From an optimization exercise on the open Yosys and OpenROAD flow, aimed at small area and a short achievable clock period; shortcuts taken in it are not production practice. RTL that was checked went through simulation tests only; none was proved equivalent to the original. Power figures rest on the tool's default switching activity, not on a simulated workload.

Setup of rev 12:
## fitness_eval
module fitness_eval #(
           parameter NUM_PARTICLE_TYPE        = 3  ,
           parameter DATA_WIDTH               = 4  ,
           parameter PARTICLE_LENGTH          = 2  ,
           parameter LATTICE_LENGTH           = 11 ,
           parameter SELF_FIT_LENGTH          = 10 ,
           parameter SELF_ENERGY_VEC_LENGTH   = NUM_PARTICLE_TYPE,
           parameter INTERACTION_MATRIX_LENGTH = (NUM_PARTICLE_TYPE**2),
           parameter INDIVIDUAL_LENGTH        = LATTICE_LENGTH * PARTICLE_LENGTH,
           parameter POP_SIZE                 = 50,
           parameter IDX_WIDTH                = 8,
           parameter PTR_LENGTH               = 2
       ) (
           input clk_i,
           input rst_n,
           input [DATA_WIDTH   -1 : 0 ]                 self_energy_i,
           input [DATA_WIDTH   -1 : 0]                  interact_energy_i,
           input [INDIVIDUAL_LENGTH   -1 :0]            individual_vec_i,
           input  wrSelfEnergyValid_i,
           input  wrInteractEnergyValid_i,
           input  in_valid_i,
           input [IDX_WIDTH -1 :0]  ind_idx_i,
           output reg out_valid_ff_o,
           output reg done_ff_o,
           output reg[SELF_FIT_LENGTH-1:0] total_energy_ff_o,
           output reg[INDIVIDUAL_LENGTH - 1 :0] individual_vec_ff_o,
           output reg[IDX_WIDTH-1:0] ind_wb_idx_ff_o
       );
For scale: about 1200 cells after synthesis, ~250 flip-flops, about 12000 um^2 of cells after synthesis.
export LEC_CHECK = 0
export CAP_MARGIN = 20
export CORE_MARGIN = 2
export CORE_UTILIZATION = 40
export SETUP_SLACK_MARGIN = 2.6
export SLEW_MARGIN = 20
create_clock -name core_clock -period 5.0 [get_ports {clk_i}]
run.sh (not shown) runs the stock make flow with config.mk's settings and CLKGATE_MAP_FILE= SYNTH_SCRIPT=/design/flow/synth_recipe.tcl, a recipe that flattens the netlist after the stock synthesis.
Input changes introduced in rev 13 (baseline for comparison: rev 12):
# rev 12
export LEC_CHECK = 0
export CAP_MARGIN = 20
export CORE_MARGIN = 2
export CORE_UTILIZATION = 40
export SETUP_SLACK_MARGIN = 2.6
export SLEW_MARGIN = 20
create_clock -name core_clock -period 5.0 [get_ports {clk_i}]
# rev 13
export LEC_CHECK = 0
export CAP_MARGIN = 20
export CORE_MARGIN = 2
export CORE_UTILIZATION = 40
export SETUP_SLACK_MARGIN = 0
export SLEW_MARGIN = 20
create_clock -name core_clock -period 5.0 [get_ports {clk_i}]
Findings:
On rev 13: logic gate share of total power is 3.4 points lower than what rev 12 gave. Number of clock buffer instances in the layout (higher): rev 12. Looking only at final standard cell area without fillers, and setting everything else aside, the lower value of rev 12 and rev 13 goes to rev 13. When rev 13 is set beside rev 12, its power density of the placed cells turns out to be about 5.4% larger. Compare rev 12 and rev 13 | share of total power in the clock network lower: rev 12. Sort rev 12 and rev 13 by fraction of cell area in non-clock buffers, descending, and rev 12 comes first. The slew of the pin with the lowest slew margin in rev 13 sits 0.036 ns below the value recorded for rev 12. More vias were needed by rev 12 than by rev 13. Of rev 13 and rev 12, it is rev 13 that has the lower wire length of the first global-routing pass. Rev 13 ended up with registers as its biggest power consumer among the groups; rev 12 ended up with combinational cells. Looking at fraction of area in clock buffers and inverters, rev 13 sits above rev 12.
No functional check of the RTL was part of any run of this note.

* * *

fitness_eval, a different RTL version from the one above (not shown whole).
For scale: about 1,100 cells after synthesis, roughly 260 flip-flops, roughly 0.011 mm² of cells after synthesis.
clock: 5.0 ns
lec_check: 0
cap_margin: 20
core_margin: 2
core_utilization: 40
cts_buf_list: sky130_fd_sc_hd__clkbuf_8 sky130_fd_sc_hd__clkbuf_16
cts_cluster_diameter: 100
cts_cluster_size: 30
place_density: 0.8
setup_slack_margin: 2.85
slew_margin: 20
standard.sh (not shown) runs the stock make flow with config.mk's settings and CLKGATE_MAP_FILE= SYNTH_SCRIPT=/design/flow/synth_recipe.tcl, a recipe that flattens the netlist after the stock synthesis.
==> flow/flow/run.sh <==
#!/bin/bash
# Own layout flow: the standard ORFS flow (standard.sh) with two changes.
#  1. Synthesis: synth_recipe.tcl unchanged except that its synth calls also get
#     -noabc (they keep -nofsm -noshare), so Yosys's generic pre-mapping ABC pass
#     inside "synth" is skipped before full-adder extraction. Technology mapping
#     with ORFS's ABC script, flattening and renaming are as in synth_recipe.tcl.
#  2. Port buffers use sky130_fd_sc_hd__buf_2 (BUFFER_PORTS_ARGS); every input and
#     output port still gets its buffer, and later repair may resize it.
# make's full output goes to standard.log here; each ORFS step logs under orfs/logs.
set -euo pipefail
HERE=$(pwd)
sed 's/yosys synth -nofsm -noshare {\*}\$args/yosys synth -nofsm -noshare -noabc {*}$args/' synth_recipe.tcl > own_synth.tcl
grep -q -- '-nofsm -noshare -noabc' own_synth.tcl
sed "s#SYNTH_SCRIPT=[^ ]*synth_recipe.tcl#SYNTH_SCRIPT=$HERE/own_synth.tcl#" standard.sh > own_standard.sh
grep -q "SYNTH_SCRIPT=$HERE/own_synth.tcl" own_standard.sh
export BUFFER_PORTS_ARGS="-buffer_cell sky130_fd_sc_hd__buf_2"
bash own_standard.sh > standard.log 2>&1
The baseline produced a clean layout.
==> next run, changes <==
==> flow/flow/run.sh (replaced) <==
#!/bin/bash
# Own layout flow: the standard ORFS flow (standard.sh, unchanged synthesis and
# steps) with one change: port buffers use sky130_fd_sc_hd__buf_2 (BUFFER_PORTS_ARGS)
# instead of the cell buffer_ports picks by default. Every input and output port still
# gets its buffer, and later repair may resize it.
# make's full output goes to standard.log here; each ORFS step logs under orfs/logs.
set -euo pipefail
export BUFFER_PORTS_ARGS="-buffer_cell sky130_fd_sc_hd__buf_2"
bash standard.sh > standard.log 2>&1
CTS_BUF_LIST = not set   (was sky130_fd_sc_hd__clkbuf_8 sky130_fd_sc_hd__clkbuf_16)
CTS_CLUSTER_DIAMETER = not set   (was 100)
CTS_CLUSTER_SIZE = not set   (was 30)
Outcome: Routed wire length went down by a few percent. Synthesized area stays flat. Total power went up by about a fifth. Utilization went up by 1.7 points. Setup slack loses 0.032 ns. Clock power went up by well over a third.
==> next run, changes <==
CTS_BUF_LIST = sky130_fd_sc_hd__clkbuf_8 sky130_fd_sc_hd__clkbuf_16   (was not set)
CTS_CLUSTER_DIAMETER = 100   (was not set)
CTS_CLUSTER_SIZE = 30   (was not set)
SETUP_SLACK_MARGIN = 2.75   (was 2.85)
Outcome:
- count of clock-buffer cells in the layout went down by 18
- power went down by about a fifth
- clock power went down by well over a third
- area after synthesis does not change
- wire length went down by a few percent
- maximum frequency went down slightly
- sequential share of layout area went up by 2.5 points
- die area is unchanged

* * *

red:
Another version of the RTL of fitness_eval (not shown whole).
For scale: about 1100 cells after synthesis, about 270 flip-flops, ~85 I/O pins, ~12000 sq um of cells after synthesis.
make LEC_CHECK=0 CAP_MARGIN=20 CORE_MARGIN=2 CORE_UTILIZATION=65 SETUP_SLACK_MARGIN=3.0 SLEW_MARGIN=20 finish   # period 5.0 ns
run.sh (not shown) runs the stock make flow with config.mk's settings and CLKGATE_MAP_FILE= SYNTH_SCRIPT=/design/flow/synth_recipe.tcl, a recipe that flattens the netlist after the stock synthesis.
Stock flow here: none of the scripts above is used.
red completed every stage of the flow, and the final layout passed the timing, design-rule and antenna checks.
Input changes introduced in blue (baseline for comparison: red):
# red
export LEC_CHECK = 0
export CAP_MARGIN = 20
export CORE_MARGIN = 2
export CORE_UTILIZATION = 65
export SETUP_SLACK_MARGIN = 3.0
export SLEW_MARGIN = 20
create_clock -name core_clock -period 5.0 [get_ports {clk_i}]
# blue
export LEC_CHECK = 0
export CAP_MARGIN = 20
export CORE_MARGIN = 2
export CORE_UTILIZATION = 40
export CTS_BUF_LIST = sky130_fd_sc_hd__clkbuf_8 sky130_fd_sc_hd__clkbuf_16
export CTS_CLUSTER_DIAMETER = 100
export CTS_CLUSTER_SIZE = 30
export SETUP_SLACK_MARGIN = 2.85
export SLEW_MARGIN = 20
create_clock -name core_clock -period 5.0 [get_ports {clk_i}]
## What came out
- Diff red -> blue: critical path required time dropped 0.05 ns, total via count in the routed design went down.
- Looking at number of clock buffers inserted by TritonCTS, blue sits 14 lower than red does.
- Final design utilization ended up 36 points lower on blue than on red.
- blue has non-clock buffer contribution to total cell area below what red had.
- Cell count: blue higher than red
- Actual slew at the worst max-slew pin: blue higher than red
Modified inputs, green compared to blue
# blue
export LEC_CHECK = 0
export CAP_MARGIN = 20
export CORE_MARGIN = 2
export CORE_UTILIZATION = 40
export CTS_BUF_LIST = sky130_fd_sc_hd__clkbuf_8 sky130_fd_sc_hd__clkbuf_16
export CTS_CLUSTER_DIAMETER = 100
export CTS_CLUSTER_SIZE = 30
export SETUP_SLACK_MARGIN = 2.85
export SLEW_MARGIN = 20
create_clock -name core_clock -period 5.0 [get_ports {clk_i}]
# green
export LEC_CHECK = 0
export CAP_MARGIN = 20
export CORE_MARGIN = 2
export CORE_UTILIZATION = 40
export CTS_BUF_LIST = sky130_fd_sc_hd__clkbuf_8 sky130_fd_sc_hd__clkbuf_16
export CTS_CLUSTER_DIAMETER = 100
export CTS_CLUSTER_SIZE = 30
export SETUP_SLACK_MARGIN = 2.8
export SLEW_MARGIN = 20
create_clock -name core_clock -period 5.0 [get_ports {clk_i}]
==> flow/flow/run.sh (new file) <==
#!/bin/bash
# Own layout flow: the standard ORFS flow with two changes.
#  1. Synthesis maps logic with an area-oriented ABC script (flow/abc_area_map.script)
#     instead of the speed script; everything else in synthesis (including the
#     -nofsm -noshare synth calls, flattening and renaming) is synth_recipe.tcl unchanged.
#  2. Port buffers use a small buffer cell (BUFFER_PORTS_ARGS); every port still
#     gets its buffer, and repair may resize it.
# Each tool's output goes to its own log here and under orfs/logs.
set -euo pipefail
HERE=$(pwd)
ABC_SCRIPT="$HERE/flow/abc_area_map.script"
{
  head -n 1 synth_recipe.tcl
  cat <<EOT
proc abc {args} {
  set i [lsearch \$args -script]
  if {\$i >= 0} { lset args [expr {\$i+1}] $ABC_SCRIPT }
  yosys abc {*}\$args
}
EOT
  tail -n +2 synth_recipe.tcl
} > own_synth.tcl
sed "s#SYNTH_SCRIPT=[^ ]*synth_recipe.tcl#SYNTH_SCRIPT=$HERE/own_synth.tcl#" standard.sh > own_standard.sh
grep -q "SYNTH_SCRIPT=$HERE/own_synth.tcl" own_standard.sh
export BUFFER_PORTS_ARGS="${OWN_BUFFER_PORTS_ARGS:--buffer_cell sky130_fd_sc_hd__buf_2}"
bash own_standard.sh > own_standard.log 2>&1
==> flow/flow/abc_area_map.script (new file) <==
strash
dch
map -a
==> flow/standard.sh (new file) <==
#!/bin/bash
# synth_recipe.tcl (not shown) runs the flow's synth.tcl, then flattens the netlist and writes it again
# the make line also repeats each setting of config.mk as NAME=value (left out here)
make -C /OpenROAD-flow-scripts/flow DESIGN_CONFIG=/design/flow/config.mk WORK_HOME=/design/flow/orfs CLKGATE_MAP_FILE= SYNTH_SCRIPT=/design/flow/synth_recipe.tcl "${@:-finish}"
removed: flow/run.sh
### Flow results
- Against blue, green comes in 1 lower on initial antenna violation count.
- Critical path depth: green vs blue down 3
- green ended up with t_rf[7][1] as its timing startpoint of the critical path; blue ended up with u0[1].
- [compare] base=blue new=green: combined area of all synthesized cells saw a decrease, basic-gate share of the synthesized area counting and, or, nand and nor cells now sits higher, final worst setup slack dropped 0.14 ns, proportion of power drawn by combinational gates went up, smallest hold slack moved down.
- Met3 usage in global routing: blue and green compared, lower one is blue
> inputs changed (green -> orange)
# green
export LEC_CHECK = 0
export CAP_MARGIN = 20
export CORE_MARGIN = 2
export CORE_UTILIZATION = 40
export CTS_BUF_LIST = sky130_fd_sc_hd__clkbuf_8 sky130_fd_sc_hd__clkbuf_16
export CTS_CLUSTER_DIAMETER = 100
export CTS_CLUSTER_SIZE = 30
export SETUP_SLACK_MARGIN = 2.8
export SLEW_MARGIN = 20
create_clock -name core_clock -period 5.0 [get_ports {clk_i}]
# orange
export LEC_CHECK = 0
export CAP_MARGIN = 20
export CORE_MARGIN = 2
export CORE_UTILIZATION = 40
export CTS_BUF_LIST = sky130_fd_sc_hd__clkbuf_8 sky130_fd_sc_hd__clkbuf_16
export CTS_CLUSTER_DIAMETER = 100
export CTS_CLUSTER_SIZE = 30
export SETUP_SLACK_MARGIN = 3.0
export SLEW_MARGIN = 20
create_clock -name core_clock -period 5.0 [get_ports {clk_i}]
==> flow/run.sh (new file) <==
#!/bin/bash
# synth_recipe.tcl (not shown) runs the flow's synth.tcl, then flattens the netlist and writes it again
# the make line also repeats each setting of config.mk as NAME=value (left out here)
make -C /OpenROAD-flow-scripts/flow DESIGN_CONFIG=/design/flow/config.mk WORK_HOME=/design/flow/orfs CLKGATE_MAP_FILE= SYNTH_SCRIPT=/design/flow/synth_recipe.tcl finish
removed: flow/flow/run.sh
removed: flow/flow/abc_area_map.script
removed: flow/standard.sh
[summary]
orange reached the end of the flow, and the finished layout is clean on the timing, design-rule and antenna checks. Delta (orange minus green): sequential area share after synthesis went down by 3.5 points; proportion of cell area spent on the clock network has decreased; buffer count excluding the clock tree in the final layout grew by about 70%; worst setup slack saw an increase; die width went up 5.5 microns. In the tables for orange and green, clock-buffer cell count reads lower with orange. On share of total power in combinational logic: between orange and green, it ends up lower for green.

* * *

== run 1 ==
Another version of the RTL of fitness_eval (not shown whole).
Size: roughly 85 I/O pins, about 11000 um2 of cells after synthesis.
clock: 5.0 ns
lec_check: 0
cap_margin: 20
core_margin: 2
core_utilization: 40
cts_buf_list: sky130_fd_sc_hd__clkbuf_8 sky130_fd_sc_hd__clkbuf_16
cts_cluster_diameter: 100
cts_cluster_size: 30
setup_slack_margin: 2.95
slew_margin: 20
standard.sh (not shown) runs the stock make flow with config.mk's settings and CLKGATE_MAP_FILE= SYNTH_SCRIPT=/design/flow/synth_recipe.tcl, a recipe that flattens the netlist after the stock synthesis.
==> flow/flow/run.sh <==
#!/bin/bash
# Own layout flow: the standard ORFS flow (standard.sh, unchanged synthesis and
# steps) with one change: port buffers use sky130_fd_sc_hd__buf_2 (BUFFER_PORTS_ARGS)
# instead of the cell buffer_ports picks by default. Every input and output port still
# gets its buffer, and later repair may resize it.
# make's full output goes to standard.log here; each ORFS step logs under orfs/logs.
set -euo pipefail
export BUFFER_PORTS_ARGS="-buffer_cell sky130_fd_sc_hd__buf_2"
bash standard.sh > standard.log 2>&1
The following lists how run 2 was set up differently from run 1:
Settings: SETUP_SLACK_MARGIN changed from 2.95 to 2.8.
==> flow/run.sh (new file) <==
#!/bin/bash
# synth_recipe.tcl (not shown) runs the flow's synth.tcl, then flattens the netlist and writes it again
# the make line also repeats each setting of config.mk as NAME=value (left out here)
make -C /OpenROAD-flow-scripts/flow DESIGN_CONFIG=/design/flow/config.mk WORK_HOME=/design/flow/orfs CLKGATE_MAP_FILE= SYNTH_SCRIPT=/design/flow/synth_recipe.tcl finish
removed: flow/flow/run.sh
removed: flow/standard.sh
### Flow results
On number of nets at the end of the flow: between run 2 and run 1, it ends up higher for run 1.
Run 1 was routed with more vias than run 2.
Compared with run 1, in run 2 fraction of area in registers grew by 0.97 points; combinational power share shrank by 1.2 points; design area shrank by 2.5%.
Between run 1 and run 2, the global-route usage does not differ in any meaningful way.
The following lists how run 3 was set up differently from run 2:
Settings: CTS_CLUSTER_SIZE: 30 -> 12; CTS_CLUSTER_DIAMETER: 100 -> 60; PLACE_DENSITY: unset -> 0.8; CTS_BUF_LIST: sky130_fd_sc_hd__clkbuf_8 sky130_fd_sc_hd__clkbuf_16 -> sky130_fd_sc_hd__clkbuf_8.
==> flow/flow/run.sh (new file) <==
#!/bin/bash
# Own layout flow: the standard ORFS flow (standard.sh, unchanged synthesis and
# steps) with one change: port buffers use sky130_fd_sc_hd__buf_2 (BUFFER_PORTS_ARGS)
# instead of the cell buffer_ports picks by default. Every input and output port still
# gets its buffer, and later repair may resize it.
# make's full output goes to standard.log here; each ORFS step logs under orfs/logs.
set -euo pipefail
export BUFFER_PORTS_ARGS="-buffer_cell sky130_fd_sc_hd__buf_2"
bash standard.sh > standard.log 2>&1
==> flow/standard.sh (new file) <==
#!/bin/bash
# synth_recipe.tcl (not shown) runs the flow's synth.tcl, then flattens the netlist and writes it again
# the make line also repeats each setting of config.mk as NAME=value (left out here)
make -C /OpenROAD-flow-scripts/flow DESIGN_CONFIG=/design/flow/config.mk WORK_HOME=/design/flow/orfs CLKGATE_MAP_FILE= SYNTH_SCRIPT=/design/flow/synth_recipe.tcl "${@:-finish}"
removed: flow/run.sh
Notes after the runs:
Pin count of the biggest net entering global routing in run 3 is 74% above run 2. Compared to run 2, the router laid down less metal wire for run 3. Run 3 ends up with a clock buffer count in the final layout that is 15 higher than in run 2. Run 3 vs run 2 — wire length of the first global-routing pass dropped by a few percent. Run 3 vs run 2 on via count of the routed design: run 3 is the higher one. Run 3 vs run 2 on power density of the placed cells: run 3 is the higher one. | power | run 2 vs run 3 | ≈ equal |. Run 3 vs run 2 — post-route met1 wirelength dropped by a little under 10%. Global placement routability congestion, run 2 and run 3: higher on run 3. Status | run 2 and run 3 | clean.
For run 4, these inputs were changed with respect to run 3:
Settings: PLACE_DENSITY changed from 0.8 to 0.85; CORE_UTILIZATION changed from 40 to 60; CTS_CLUSTER_SIZE changed from 12 to 30; CTS_CLUSTER_DIAMETER changed from 60 to 100; CTS_BUF_LIST changed from sky130_fd_sc_hd__clkbuf_8 to sky130_fd_sc_hd__clkbuf_8 sky130_fd_sc_hd__clkbuf_16.
## What came out
- First-iteration DRC count, run 4 and run 3: larger value in run 4
- Compared with run 3, run 4 shows a lower x dimension of the die.
- Run 4 against run 3: area of all placed cells without fillers dropped 3.7%; final HPWL from detailed placement dropped about 4.6%; total global routing track utilization climbed 7.1 points.
- When the final numbers for run 4 and run 3 were put side by side, the core utilization of the finished layout turned out to be greater in run 4.
- Sort run 4 and run 3 by net total in the final layout asc -> top: run 4

==> re-timing with driven ports <==
The results above use ideal ports. As a check the final layouts listed here were re-extracted and re-timed, cells and wires unchanged. Step 1 assumes that a clkbuf_16 drives the clock port and a buf_2 every other input. Step 2, shift: input delay + t, output delay - t, t = (earliest + latest rising clock arrival at the registers) / 2. This alone moves slack from input paths to output paths. Slacks: no drivers / after step 1 / after step 2; pairs: no drivers / after step 1.
run	t, ns	slack for setup (ns)	hold WS [ns]	worst setup path at the end	cell pins on the clock port's net
rev 12	0.595	2.491 / 2.491 / 2.278	0.323 / 0.323 / 0.323	input to register	1
rev 13	0.605	1.999 / 1.999 / 1.979	0.316 / 0.316 / 0.316	input to register	1
the first run of note 2	0.542	2.923 / 2.899 / 2.550	0.335 / 0.316 / 0.335	input to register	1
the second run of note 2	0.590	2.891 / 2.885 / 2.506	0.306 / 0.279 / 0.325	input to register	1
the third run of note 2	0.542	2.860 / 2.860 / 2.469	0.321 / 0.318 / 0.321	input to register	1
red	0.577	2.881 / 2.881 / 2.501	0.323 / 0.323 / 0.323	input to register	1
blue	0.540	2.862 / 2.845 / 2.414	0.330 / 0.330 / 0.330	input to register	1
green	0.538	2.727 / 2.727 / 2.553	0.321 / 0.321 / 0.321	input to register	1
orange	0.544	2.892 / 2.892 / 2.478	0.319 / 0.319 / 0.319	input to register	1
run 1	0.541	2.955 / 2.935 / 2.522	0.330 / 0.313 / 0.330	input to register	1
run 2	0.532	2.845 / 2.794 / 2.355	0.321 / 0.321 / 0.321	input to register	1
run 3	0.625	2.875 / 2.856 / 2.497	0.262 / 0.243 / 0.322	input to register	1
run 4	0.532	2.794 / 2.794 / 2.507	0.327 / 0.327 / 0.327	input to register	1
After both steps setup and hold are still met in every run listed. The setup slack of run 2, which loses most, moves by -0.051 ns with the drivers and by -0.490 ns with both steps.
